From an optimization exercise on the open Yosys and OpenROAD flow, aimed at small area and a short achievable clock period; shortcuts taken in it are not production practice. The RTL was checked by simulation tests, not by an equivalence proof against the original design. Power is estimated from default activity; no workload was simulated.

==> design/flow/design.v <==
`timescale 1ns / 1ps
module Fuzzy_logic_based_tuner(
 input clk, rst, enable,
 input [10:0] err,
 input [10:0] D,
 input valid,
 output reg [3:0] Kp, Kd
 );
   wire e_hi = ~err[10] & ((|err[9:4]) | (err[3:0] > 4'd10));
   wire e_lo =  err[10] & (~(&err[9:4]) | (err[3:0] < 4'd6));
   wire [3:0] e_abs = err[10] ? (4'd0 - err[3:0]) : err[3:0];
   wire [3:0] a = (e_hi | e_lo) ? 4'd10 : e_abs;
   wire d_hi = ~D[10] & ((|D[9:4]) | (D[3:0] > 4'd10));
   wire d_lo =  D[10] & (~(&D[9:4]) | (D[3:0] < 4'd6));
   wire [3:0] d_abs = D[10] ? (4'd0 - D[3:0]) : D[3:0];
   wire [3:0] b = (d_hi | d_lo) ? 4'd10 : d_abs;
   wire same = ~(err[10] ^ D[10]);
   wire [6:0] kpd;
   fuzzy_gain_table table0 (.a(a), .b(b), .s(same), .o(kpd));
   always @(posedge clk) begin
      if (rst) begin
         Kp <= 0;
         Kd <= 0;
      end else if (enable) begin
         Kp <= valid ? {1'b0, kpd[6:4]} : 4'd0;
         Kd <= valid ? kpd[3:0] : 4'd0;
      end
   end
endmodule
module fuzzy_gain_table(
 input [3:0] a,
 input [3:0] b,
 input s,
 output [6:0] o
 );
  wire new_n17, new_n18, new_n19, new_n20, new_n21, new_n22, new_n23,
    new_n24, new_n25, new_n26, new_n27, new_n28, new_n29, new_n30, new_n31,
    new_n32, new_n33, new_n34, new_n35, new_n36, new_n37, new_n38, new_n39,
    new_n40, new_n41, new_n42, new_n43, new_n44, new_n45, new_n46, new_n47,
    new_n48, new_n49, new_n50, new_n51, new_n52, new_n53, new_n54, new_n55,
    new_n56, new_n57, new_n58, new_n59, new_n60, new_n61, new_n62, new_n63,
    new_n64, new_n65, new_n66, new_n67, new_n68, new_n69, new_n70, new_n71,
    new_n72, new_n73, new_n74, new_n75, new_n76, new_n77, new_n78, new_n79,
    new_n80, new_n81, new_n82, new_n83, new_n84, new_n85, new_n86, new_n87,
    new_n88, new_n89, new_n90, new_n91, new_n92, new_n93, new_n94, new_n95,
    new_n96, new_n97, new_n98, new_n99, new_n100, new_n101, new_n102,
    new_n103, new_n104, new_n105, new_n106, new_n107, new_n108, new_n109,
    new_n110, new_n111, new_n112, new_n113, new_n115, new_n116, new_n117,
    new_n118, new_n119, new_n120, new_n121, new_n122, new_n123, new_n124,
    new_n125, new_n126, new_n127, new_n128, new_n129, new_n130, new_n131,
    new_n132, new_n133, new_n134, new_n135, new_n136, new_n137, new_n138,
    new_n139, new_n140, new_n141, new_n142, new_n143, new_n145, new_n146,
    new_n147, new_n148, new_n149, new_n150, new_n152, new_n153, new_n155,
    new_n156, new_n157, new_n158, new_n159, new_n160, new_n161, new_n162,
    new_n163, new_n164, new_n165, new_n166, new_n167, new_n168, new_n169,
    new_n170, new_n171, new_n172, new_n173, new_n174, new_n175, new_n176,
    new_n177, new_n178, new_n179, new_n181, new_n183, new_n184, new_n185,
    new_n186, new_n187, new_n188;
  assign new_n17 = ~a[2] & ~a[3];
  assign new_n18 = ~b[1] & ~b[2];
  assign new_n19 = b[0] & new_n18;
  assign new_n20 = ~a[0] & ~a[1];
  assign new_n21 = b[3] & ~new_n20;
  assign new_n22 = ~new_n19 & new_n21;
  assign new_n23 = new_n17 & ~new_n22;
  assign new_n24 = b[0] & b[1];
  assign new_n25 = ~b[3] & ~new_n24;
  assign new_n26 = b[3] & ~new_n18;
  assign new_n27 = b[2] & ~new_n24;
  assign new_n28 = ~new_n26 & ~new_n27;
  assign new_n29 = ~b[0] & new_n28;
  assign new_n30 = ~b[1] & ~b[3];
  assign new_n31 = ~new_n29 & ~new_n30;
  assign new_n32 = a[0] & ~new_n31;
  assign new_n33 = b[2] & ~b[3];
  assign new_n34 = a[0] & b[0];
  assign new_n35 = new_n33 & new_n34;
  assign new_n36 = ~b[0] & ~b[1];
  assign new_n37 = ~new_n24 & ~new_n36;
  assign new_n38 = ~b[3] & ~new_n37;
  assign new_n39 = ~a[0] & ~new_n38;
  assign new_n40 = ~new_n35 & ~new_n39;
  assign new_n41 = ~new_n32 & new_n40;
  assign new_n42 = ~a[1] & ~a[2];
  assign new_n43 = ~new_n41 & new_n42;
  assign new_n44 = new_n19 & new_n43;
  assign new_n45 = ~b[1] & new_n33;
  assign new_n46 = b[0] & new_n45;
  assign new_n47 = a[3] & new_n29;
  assign new_n48 = ~new_n46 & ~new_n47;
  assign new_n49 = ~new_n44 & new_n48;
  assign new_n50 = a[0] & a[1];
  assign new_n51 = new_n26 & new_n50;
  assign new_n52 = a[2] & ~a[3];
  assign new_n53 = ~new_n51 & new_n52;
  assign new_n54 = ~a[0] & ~b[0];
  assign new_n55 = ~b[3] & new_n54;
  assign new_n56 = ~new_n19 & ~new_n55;
  assign new_n57 = new_n20 & ~new_n56;
  assign new_n58 = ~a[1] & ~b[1];
  assign new_n59 = ~new_n34 & new_n58;
  assign new_n60 = ~b[2] & new_n59;
  assign new_n61 = new_n56 & ~new_n60;
  assign new_n62 = ~b[2] & ~b[3];
  assign new_n63 = ~new_n61 & ~new_n62;
  assign new_n64 = ~new_n57 & new_n63;
  assign new_n65 = new_n53 & ~new_n64;
  assign new_n66 = new_n49 & new_n65;
  assign new_n67 = s & ~new_n29;
  assign new_n68 = ~a[3] & ~new_n67;
  assign new_n69 = a[3] & new_n36;
  assign new_n70 = ~b[3] & ~new_n69;
  assign new_n71 = ~new_n68 & ~new_n70;
  assign new_n72 = ~new_n43 & new_n71;
  assign new_n73 = new_n66 & new_n72;
  assign new_n74 = a[1] & b[1];
  assign new_n75 = new_n34 & new_n74;
  assign new_n76 = ~new_n33 & ~new_n75;
  assign new_n77 = ~new_n59 & ~new_n76;
  assign new_n78 = ~new_n60 & ~new_n77;
  assign new_n79 = new_n42 & ~new_n78;
  assign new_n80 = a[3] & ~new_n79;
  assign new_n81 = ~b[3] & ~new_n77;
  assign new_n82 = ~new_n80 & new_n81;
  assign new_n83 = ~new_n43 & new_n82;
  assign new_n84 = a[3] & b[1];
  assign new_n85 = ~new_n43 & new_n84;
  assign new_n86 = new_n62 & ~new_n85;
  assign new_n87 = ~s & ~new_n86;
  assign new_n88 = a[2] & b[3];
  assign new_n89 = ~a[3] & ~new_n88;
  assign new_n90 = ~new_n66 & new_n89;
  assign new_n91 = ~new_n87 & ~new_n90;
  assign new_n92 = new_n20 & new_n52;
  assign new_n93 = ~new_n91 & ~new_n92;
  assign new_n94 = ~new_n83 & ~new_n93;
  assign new_n95 = a[3] & b[2];
  assign new_n96 = ~new_n43 & new_n95;
  assign new_n97 = new_n52 & new_n62;
  assign new_n98 = ~new_n78 & new_n97;
  assign new_n99 = a[1] & ~new_n54;
  assign new_n100 = new_n18 & ~new_n99;
  assign new_n101 = ~a[2] & new_n100;
  assign new_n102 = ~new_n23 & new_n101;
  assign new_n103 = new_n23 & ~new_n100;
  assign new_n104 = ~a[3] & ~new_n50;
  assign new_n105 = ~new_n25 & ~new_n62;
  assign new_n106 = ~new_n104 & new_n105;
  assign new_n107 = ~new_n103 & ~new_n106;
  assign new_n108 = ~new_n102 & new_n107;
  assign new_n109 = ~new_n45 & ~new_n108;
  assign new_n110 = ~new_n98 & ~new_n109;
  assign new_n111 = ~new_n96 & new_n110;
  assign new_n112 = ~new_n72 & ~new_n111;
  assign new_n113 = ~new_n94 & ~new_n112;
  assign o[1] = new_n73 | new_n113;
  assign new_n115 = ~new_n25 & ~o[1];
  assign new_n116 = new_n23 & ~new_n115;
  assign new_n117 = ~s & ~new_n82;
  assign new_n118 = a[1] & new_n108;
  assign new_n119 = a[0] & ~new_n33;
  assign new_n120 = new_n74 & new_n119;
  assign new_n121 = new_n23 & ~new_n120;
  assign new_n122 = ~new_n118 & new_n121;
  assign new_n123 = ~new_n117 & ~new_n122;
  assign new_n124 = new_n49 & ~new_n123;
  assign new_n125 = new_n41 & new_n42;
  assign new_n126 = ~new_n20 & ~new_n118;
  assign new_n127 = ~new_n30 & ~new_n126;
  assign new_n128 = ~a[3] & ~new_n127;
  assign new_n129 = ~new_n125 & ~new_n128;
  assign new_n130 = new_n124 & ~new_n129;
  assign new_n131 = ~new_n116 & new_n130;
  assign new_n132 = ~new_n54 & new_n59;
  assign new_n133 = ~new_n34 & ~new_n74;
  assign new_n134 = ~new_n58 & ~new_n133;
  assign new_n135 = ~new_n132 & ~new_n134;
  assign new_n136 = new_n83 & ~new_n135;
  assign new_n137 = new_n66 & ~new_n136;
  assign new_n138 = a[3] & ~new_n42;
  assign new_n139 = ~new_n26 & ~new_n138;
  assign new_n140 = a[3] & new_n139;
  assign new_n141 = ~new_n83 & new_n140;
  assign new_n142 = ~new_n137 & ~new_n141;
  assign new_n143 = ~new_n124 & new_n142;
  assign o[0] = new_n131 | new_n143;
  assign new_n145 = b[3] & ~new_n52;
  assign new_n146 = ~new_n43 & new_n145;
  assign new_n147 = b[1] & new_n33;
  assign new_n148 = ~new_n100 & ~new_n147;
  assign new_n149 = new_n17 & ~new_n148;
  assign new_n150 = ~new_n146 & ~new_n149;
  assign o[2] = ~new_n94 & new_n150;
  assign new_n152 = new_n17 & ~new_n30;
  assign new_n153 = ~new_n62 & new_n152;
  assign o[3] = new_n94 | new_n153;
  assign new_n155 = new_n17 & ~new_n106;
  assign new_n156 = ~new_n78 & new_n155;
  assign new_n157 = ~new_n43 & new_n156;
  assign new_n158 = ~b[3] & new_n100;
  assign new_n159 = new_n53 & ~new_n158;
  assign new_n160 = new_n78 & new_n159;
  assign new_n161 = ~new_n28 & new_n138;
  assign new_n162 = new_n17 & new_n62;
  assign new_n163 = ~new_n20 & ~new_n36;
  assign new_n164 = ~new_n58 & new_n163;
  assign new_n165 = new_n162 & ~new_n164;
  assign new_n166 = ~new_n161 & ~new_n165;
  assign new_n167 = ~new_n160 & new_n166;
  assign new_n168 = ~new_n157 & new_n167;
  assign new_n169 = ~s & ~new_n168;
  assign new_n170 = new_n27 & new_n142;
  assign new_n171 = ~s & ~new_n79;
  assign new_n172 = ~a[0] & b[0];
  assign new_n173 = b[2] & new_n172;
  assign new_n174 = a[2] & ~b[3];
  assign new_n175 = ~new_n50 & new_n174;
  assign new_n176 = ~new_n173 & new_n175;
  assign new_n177 = new_n139 & ~new_n176;
  assign new_n178 = ~new_n171 & new_n177;
  assign new_n179 = ~new_n170 & new_n178;
  assign o[4] = new_n169 | new_n179;
  assign new_n181 = new_n117 & ~new_n156;
  assign o[6] = ~new_n139 | new_n181;
  assign new_n183 = ~new_n53 & new_n106;
  assign new_n184 = ~new_n79 & new_n183;
  assign new_n185 = ~o[3] & new_n184;
  assign new_n186 = o[6] & ~new_n185;
  assign new_n187 = ~new_n117 & new_n162;
  assign new_n188 = o[4] & new_n187;
  assign o[5] = ~new_n186 & ~new_n188;
endmodule
`timescale 1ns / 1ps
module PID_Controller(
 input clk, rst, en,
 input [9:0] target_vel,
 input [9:0] current_vel,
 input [3:0] Ki, Kp, Kd,
 output reg [10:0] err,
 output [10:0] D,
 output reg valid,
 output [9:0] vel_output
 );
   reg [10:0] perr;
   reg [9:0]  accb;
   reg        pv, pvo;
   wire [10:0] E = {1'b0, target_vel} - {1'b0, current_vel};
   assign D = err - perr;
   wire [9:0] diff = pvo ? D[9:0] : err[9:0];
   wire [9:0] acc_s = accb + err[9:0];
   wire [9:0] acc = pv ? acc_s : 10'd0;
   wire [9:0] p0 = Kp[0] ? err[9:0] : 10'd0;
   wire [9:0] p1 = Kp[1] ? {err[8:0], 1'b0} : 10'd0;
   wire [9:0] p2 = Kp[2] ? {err[7:0], 2'b0} : 10'd0;
   wire [9:0] p3 = Kp[3] ? {err[6:0], 3'b0} : 10'd0;
   wire [9:0] d0 = Kd[0] ? diff : 10'd0;
   wire [9:0] d1 = Kd[1] ? {diff[8:0], 1'b0} : 10'd0;
   wire [9:0] d2 = Kd[2] ? {diff[7:0], 2'b0} : 10'd0;
   wire [9:0] d3 = Kd[3] ? {diff[6:0], 3'b0} : 10'd0;
   function [19:0] csa(input [9:0] a, input [9:0] b, input [9:0] c);
      csa = {(a & b | a & c | b & c) << 1, a ^ b ^ c};
   endfunction
   wire [9:0] s1, c1, s2, c2, s3, c3, s4, c4, s5, c5, rs, rc;
   assign {c1, s1} = csa(p0, p1, p2);
   assign {c2, s2} = csa(d0, d1, d2);
   assign {c3, s3} = csa(s1, c1, p3);
   assign {c4, s4} = csa(s2, c2, d3);
   assign {c5, s5} = csa(s3, c3, s4);
   assign {rc, rs} = csa(s5, c5, c4);
   reg [9:0] vs, vc;
   wire go = en & ~rst;
   wire [9:0] hs = rst ? 10'd0 : (en ? rs : vs);
   wire [9:0] hc = rst ? 10'd0 : (en ? rc : vc);
   wire [3:0] kg = Ki & {4{go}};
   wire [9:0] i0 = kg[0] ? acc : 10'd0;
   wire [9:0] i1 = kg[1] ? {acc[8:0], 1'b0} : 10'd0;
   wire [9:0] i2 = kg[2] ? {acc[7:0], 2'b0} : 10'd0;
   wire [9:0] i3 = kg[3] ? {acc[6:0], 3'b0} : 10'd0;
   wire [9:0] s6, c6, s7, c7, s8, c8, ns, nc;
   assign {c6, s6} = csa(i0, i1, i2);
   assign {c7, s7} = csa(i3, hs, hc);
   assign {c8, s8} = csa(s6, c6, s7);
   assign {nc, ns} = csa(s8, c8, c7);
   assign vel_output = vs + vc;
   always @(posedge clk) begin
      vs <= ns;
      vc <= nc;
      accb <= pv ? acc_s : 10'd0;
      if (rst) begin
         err <= 0;
         perr <= 0;
         pv <= 0;
         pvo <= 0;
         valid <= 0;
      end else if (en) begin
         err <= E;
         perr <= err;
         pv <= 1'b1;
         pvo <= pv;
         valid <= 1'b1;
      end else begin
         pv <= 1'b0;
      end
   end
endmodule
`timescale 1ns / 1ps
module Main_module(
 input clk,
 input rst,
 input enable,
 input [9:0] target_vel,
 input [9:0] current_vel,
 input [3:0] Ki,
 output [3:0] Kp,
 output [3:0] Kd,
 output [9:0] vel_output
 );
   wire [10:0] err, D;
   wire        valid;
   PID_Controller XLXI_1 (.clk(clk), .rst(rst), .en(enable),
                          .target_vel(target_vel), .current_vel(current_vel),
                          .Ki(Ki), .Kp(Kp), .Kd(Kd),
                          .err(err), .D(D), .valid(valid),
                          .vel_output(vel_output));
   Fuzzy_logic_based_tuner XLXI_2 (.clk(clk), .rst(rst), .enable(enable),
                                   .err(err), .D(D), .valid(valid),
                                   .Kp(Kp), .Kd(Kd));
endmodule
==> design/flow/flow/run.sh <==
#!/bin/bash
# Layout: the standard flow (standard.sh), with two changes made on
# make's command line after the standard synthesis:
#  - every port gets a plain buf_1 as its port buffer (instead of the
#    delay-cell buffer the flow picks by default);
#  - repair_timing aims for 15 ns of setup slack at the design's 22 ns
#    clock, so that it shortens the critical paths instead of stopping as soon
#    as the 22 ns period is met.
# The SDC, clock period and I/O constraints are the design's, unchanged.
set -euo pipefail
bash standard.sh synth > run_synth.log 2>&1
bash standard.sh \
  'BUFFER_PORTS_ARGS=-buffer_cell sky130_fd_sc_hd__buf_1' \
  SETUP_SLACK_MARGIN=15 \
  finish > run_layout.log 2>&1
==> design/flow/standard.sh <==
#!/bin/bash
# synth_recipe.tcl (not shown) runs the flow's synth.tcl, then flattens the netlist and writes it again
# the make line also repeats each setting of config.mk as NAME=value (left out here)
make -C /OpenROAD-flow-scripts/flow DESIGN_CONFIG=/design/flow/config.mk WORK_HOME=/design/flow/orfs CLKGATE_MAP_FILE= SYNTH_SCRIPT=/design/flow/synth_recipe.tcl "${@:-finish}"
==> design/flow/config.mk <==
export PLATFORM = sky130hd
export DESIGN_NAME = Main_module
export DESIGN_NICKNAME = Main_module
export VERILOG_FILES = /design/flow/design.v
export SDC_FILE = /design/flow/constraint.sdc
export NUM_CORES = 4
export LEC_CHECK = 0
export CAP_MARGIN = 20
export CORE_MARGIN = 2
export CORE_UTILIZATION = 70
export CTS_BUF_LIST = sky130_fd_sc_hd__clkbuf_4
export SLEW_MARGIN = 20
==> design/flow/constraint.sdc <==
create_clock -name core_clock -period 22.0 [get_ports {clk}]
set_input_delay 4.4000 -clock core_clock [delete_from_list [all_inputs] [get_ports {clk}]]
set_output_delay 4.4000 -clock core_clock [all_outputs]
set_load 0.01 [all_outputs]
==> run summary <==
==> per-stage QoR <==
step	cell area, sq um	power [W]
floorplan	7340	0.000298
global placement	7510	0.000348
detailed placement	7510	0.000354
CTS	7800	0.000462
global route	7910	0.000504
finish	7910	0.000477
==> layer usage <==
metal | track usage [%] | vias up
li1 | - | 3031
met1 | 48.6 | 3185
met2 | 61.4 | 366
met3 | 7.30 | 74
met4 | 14.5 | 0
met5 | 0 | -
==> cell usage after synthesis (4+ instances only) <==
| library cell | n | area (sq um) |
|---|---|---|
| sky130_fd_sc_hd__xor2_1 | 14 | 123 |
| sky130_fd_sc_hd__dfxtp_1 | 60 | 1200 |
| sky130_fd_sc_hd__nand2b_1 | 15 | 93.8 |
| sky130_fd_sc_hd__nor4_1 | 4 | 25.0 |
| sky130_fd_sc_hd__mux2i_1 | 32 | 320 |
| sky130_fd_sc_hd__nor2b_1 | 21 | 131 |
| sky130_fd_sc_hd__and2_1 | 40 | 250 |
| sky130_fd_sc_hd__xnor2_1 | 36 | 315 |
| sky130_fd_sc_hd__nor2_1 | 99 | 372 |
| sky130_fd_sc_hd__nor3_1 | 10 | 50.1 |
| sky130_fd_sc_hd__nand4_1 | 7 | 43.8 |
| sky130_fd_sc_hd__a2111oi_0 | 6 | 52.6 |
| sky130_fd_sc_hd__ha_1 | 60 | 751 |
| sky130_fd_sc_hd__a41oi_1 | 4 | 35.0 |
| sky130_fd_sc_hd__o21ai_0 | 20 | 100 |
| sky130_fd_sc_hd__or3_1 | 5 | 31.3 |
| sky130_fd_sc_hd__clkbuf_1 | 24 | 90.1 |
| sky130_fd_sc_hd__fa_1 | 62 | 1240 |
| sky130_fd_sc_hd__a21o_1 | 17 | 128 |
| sky130_fd_sc_hd__a21oi_1 | 39 | 195 |
| sky130_fd_sc_hd__inv_1 | 108 | 405 |
| sky130_fd_sc_hd__o31ai_1 | 4 | 30.0 |
| sky130_fd_sc_hd__o2111ai_1 | 4 | 35.0 |
| sky130_fd_sc_hd__buf_1 | 4 | 15.0 |
| sky130_fd_sc_hd__nand2_1 | 53 | 199 |
| sky130_fd_sc_hd__a211oi_1 | 16 | 120 |
| sky130_fd_sc_hd__a31oi_1 | 8 | 50.1 |
| sky130_fd_sc_hd__nand3_1 | 13 | 65.1 |
| sky130_fd_sc_hd__o221ai_1 | 5 | 43.8 |
| sky130_fd_sc_hd__o211ai_1 | 5 | 37.5 |
| sky130_fd_sc_hd__buf_4 | 4 | 30.0 |
| sky130_fd_sc_hd__o21bai_1 | 10 | 75.1 |
==> power by group <==
group          switching (W)  internal, W
Combinational       0.000153    0.0000831
Sequential         0.0000163     0.000117
Clock              0.0000494    0.0000582
==> flip-flops by register name, summed over array words and instances (netlist names) <==
| name | count |
|---|---|
| XLXI_1.err | 11 |
| XLXI_1.perr | 11 |
| XLXI_1.accb | 10 |
| XLXI_1.vs | 10 |
| XLXI_1.vc | 8 |
| XLXI_2.Kd | 4 |
| XLXI_2.Kp | 3 |
| XLXI_1.pv | 1 |
| XLXI_1.pvo | 1 |
| XLXI_1.valid | 1 |
==> worst min-delay path by stage <==
stage                                 from                     endpoint  slack, ns  depth (start not counted)
6_report       XLXI_1.perr[9]$_SDFFE_PP0P_  XLXI_1.perr[9]$_SDFFE_PP0P_       0.51                          2
5_1_grt        XLXI_1.perr[7]$_SDFFE_PP0P_  XLXI_1.perr[7]$_SDFFE_PP0P_       0.54                          2
4_1_cts        XLXI_1.perr[5]$_SDFFE_PP0P_  XLXI_1.perr[5]$_SDFFE_PP0P_       0.52                          2
3_5_place_dp   XLXI_1.perr[9]$_SDFFE_PP0P_  XLXI_1.perr[9]$_SDFFE_PP0P_       0.49                          2
3_3_place_gp   XLXI_1.perr[6]$_SDFFE_PP0P_  XLXI_1.perr[6]$_SDFFE_PP0P_       0.48                          2
2_1_floorplan  XLXI_1.perr[2]$_SDFFE_PP0P_  XLXI_1.perr[2]$_SDFFE_PP0P_       0.46                          2
==> layout make-up <==
type | count | area (sq um)
tap | 136 | 170
multi-input combinational | 674 | 5640
sequential | 60 | 1210
clock buffer | 9 | 67.6
clock inverter | 7 | 124
inverter | 108 | 405
timing repair buffer | 51 | 283
fill | 681 | 2330
==> critical path, stage by stage <==
cell and delay, ns:
sky130_fd_sc_hd__buf_2 0.18, sky130_fd_sc_hd__buf_12 0.18, sky130_fd_sc_hd__nor2b_4 0.32, sky130_fd_sc_hd__nand2_4 0.14
sky130_fd_sc_hd__nor2_1 0.14, sky130_fd_sc_hd__fa_1 0.46, sky130_fd_sc_hd__fa_2 0.42, sky130_fd_sc_hd__xnor2_2 0.16
sky130_fd_sc_hd__xnor2_2 0.14, sky130_fd_sc_hd__xnor2_1 0.18, sky130_fd_sc_hd__xnor3_1 0.25, sky130_fd_sc_hd__xnor2_1 0.20
sky130_fd_sc_hd__xor2_1 0.17
==> what timing repair did <==
| item | in CTS | in global routing |
|---|---|---|
| pin swaps | 1 | 2 |
| setup buffers | 3 | 0 |
| endpoints found under the setup margin | 13 | 3 |
| resized for setup | 15 | 21 |
| cloned | 1 | 1 |
==> logic make-up (layout without fill, tap and decap cells) <==
group / after synthesis / count (layout) / share of synthesized area [%]
AO/OA/AOI/OAI: 181 / 181 / 17.7
multiplexers: 35 / 35 / 4.86
other: 1 / 1 / 0.0515
adder cells (fa/ha/maj): 122 / 122 / 27.3
flip-flops: 60 / 60 / 16.5
buffers and inverters: 144 / 175 / 7.78
AND/OR/NAND/NOR: 283 / 283 / 19.2
XOR/XNOR: 52 / 52 / 6.63
==> summary.txt <==
OUTCOME
-------------------------------------------------------------------------------------------------
Status .............................................................................  no timing/DRC/antenna violations

CLOCK NETWORK
-------------------------------------------------------------------------------------------------
Root Buffer ........................................................................ sky130_fd_sc_hd__clkbuf_4
CTS buffer count ...................................................................            9
CTS Hold Buffers Added .............................................................            0
H-tree depth .......................................................................            3
Clk pin slew, worst setup/hold paths ...............................................      0.12 ns
CTS tree ...........................................................................        built
Insertion delay to the later sink of the worst-skew pair ...........................      0.44 ns
Num Clock Sinks ....................................................................           60
Buffer levels on the longest clock path ............................................            2

SETUP PATH
-------------------------------------------------------------------------------------------------
Worst reg2reg path startpoint ...................................................... XLXI_1.err[0]$_SDFFE_PP0P_
Worst setup path startpoint ........................................................       enable
Flop2flop setup slack ..............................................................     15.22 ns
Peak fanout along the critical path ................................................           17
Critical path startpoint category .................................................. primary input
R2R depth ..........................................................................           23
Data arrival time of the critical path .............................................      7.34 ns
Worst reg2reg endpoint ............................................................. XLXI_1.vs[9]$_DFF_P_
Required time of the critical path .................................................     22.37 ns
Critical path start-end classification .............................................    in -> reg
Critical path capture point ........................................................ XLXI_1.vs[9]$_DFF_P_
Critical path capture point type ...................................................    flip-flop

PLACEMENT
-------------------------------------------------------------------------------------------------
Half-perimeter wire length after placement .........................................     14800 um
Placed Cells .......................................................................         1024
Number of buffers added on ports ...................................................           43
Dpl ws .............................................................................     13.85 ns
Gp weighted congestion .............................................................        0.949

GRT
-------------------------------------------------------------------------------------------------
Initial antenna violation count ....................................................            0
Via count of the first global-routing pass .........................................         6607
Global-route usage over all layers .................................................        37.3%
Global-route congestion overflow total .............................................            0
Largest net degree at the start of global routing ..................................           51
First-pass GRT wire length .........................................................     32900 um

DETAILED ROUTING
-------------------------------------------------------------------------------------------------
Detailed-route via count ...........................................................         6656
Highest signal layer in the routed design ..........................................         met4
Vias per inst ......................................................................         6.37
Routed Wire Length .................................................................     20500 um
Met1 Routed Length .................................................................      8120 um
Met2 wirelength from detailed routing ..............................................      9630 um
Iteration count of the initial detailed-routing pass ...............................            5
Post-route DRC .....................................................................            0
Number of DRC violations after detailed-routing iteration 0 ........................          640
Routed length on met3 ..............................................................      1910 um
Post-route antenna net violation count .............................................            0
Average wire length per cell after detail routing ..................................      19.6 um

STA
-------------------------------------------------------------------------------------------------
Count of final setup violators .....................................................            0
Portion of the clock cycle consumed by the worst path in the final layout ..........        31.7%
Setup total negative slack .........................................................         0 ns
Final max-slew violation count .....................................................            0
Worst setup slack after layout .....................................................     15.04 ns
Highest Clock Rate .................................................................    0.144 GHz
Fin crit period ....................................................................      6.96 ns
Actual slew at the worst max-slew pin ..............................................     0.999 ns
Endpoints failing hold .............................................................            0
RSZ-0062 raised after global routing ...............................................          yes
Relative slew slack ................................................................        32.7%
Worst Hold Slack ...................................................................     0.510 ns
Worst clock skew ...................................................................    0.0122 ns

FLOORPLANNING
-------------------------------------------------------------------------------------------------
I/O pin count ......................................................................           45
Die Footprint ......................................................................  11200 sq um
Rows ...............................................................................           37
Initial Util .......................................................................        71.2%
Die H ..............................................................................       106 um
Total core area ....................................................................  10200 sq um
Horiz. Die Dim .....................................................................       106 um

LAYOUT
-------------------------------------------------------------------------------------------------
Fin nets ...........................................................................         1053
Fraction of layout cells with a size suffix above 1 ................................        7.59%
Commonest non-fill, non-tap cell in the layout ..................................... sky130_fd_sc_hd__inv_1
Area added between synthesis and finish ............................................        8.46%
Filler-free cell count of the finished design ......................................         1045
Number of antenna repair diodes ....................................................            0
Leading cell types in the layout, fill and taps excluded ........................... sky130_fd_sc_hd__inv_1 (108), sky130_fd_sc_hd__nor2_1 (96), sky130_fd_sc_hd__fa_1 (60), sky130_fd_sc_hd__ha_1 (60), sky130_fd_sc_hd__dfxtp_1 (54)
Core occupancy in the finished layout ..............................................        77.3%

LOGIC SYNTHESIS
-------------------------------------------------------------------------------------------------
FFs w/ async S/R, synth ............................................................           0%
Number of distinct library cell variants in the gate-level netlist after synthesis .           73
Number of cells produced by synthesis ..............................................          878
Avg Cell Area, Syn .................................................................   8.30 sq um
Synth Net Count ....................................................................         1027
Dominant synthesized flop cell ..................................................... sky130_fd_sc_hd__dfxtp_1
Number of storage elements in the synthesis netlist ................................           60
Synth Warn # .......................................................................            2
Number of synthesized flops with an enable pin .....................................            0
Register area share after synthesis ................................................        16.5%
Combined area of all synthesized cells .............................................   7290 sq um

FLOW RUN
-------------------------------------------------------------------------------------------------
Max-cap viol count .................................................................            0

PWR
-------------------------------------------------------------------------------------------------
Power density cells ................................................................ 60.4 nW/um^2
Lkg Pwr ............................................................................      3.59 nW
Maximum VDD drop ...................................................................  0.0000370 V

MIN PATH
-------------------------------------------------------------------------------------------------
Path category of the worst min-delay check .........................................   reg -> reg

==> port drivers added, routing unchanged <==
How much do the figures lean on ideal ports? The routed layout below was timed once more, with nothing changed but the port constraints. Step 1 assumes that a clkbuf_16 drives the clock port and a buf_2 every other input. Step 2 moves the port delays by t, midway between the first and last clock arrival at a register: inputs arrive t later, outputs are due t later. That takes back most of the time a late clock gives input paths. Slacks: ideal / step 1 / step 2; pairs: ideal / step 1.
t (ns): 0.463
setup WS [ns]: 15.037 / 15.041 / 14.578
hold WS [ns]: 0.510 / 0.510 / 0.510
worst data-port slew with drivers (ns): 0.03
pins driven straight from the clock port: 1
After both steps setup and hold are still met in this run. The setup slack of this run moves by +0.004 ns with the drivers and by -0.459 ns with both steps.
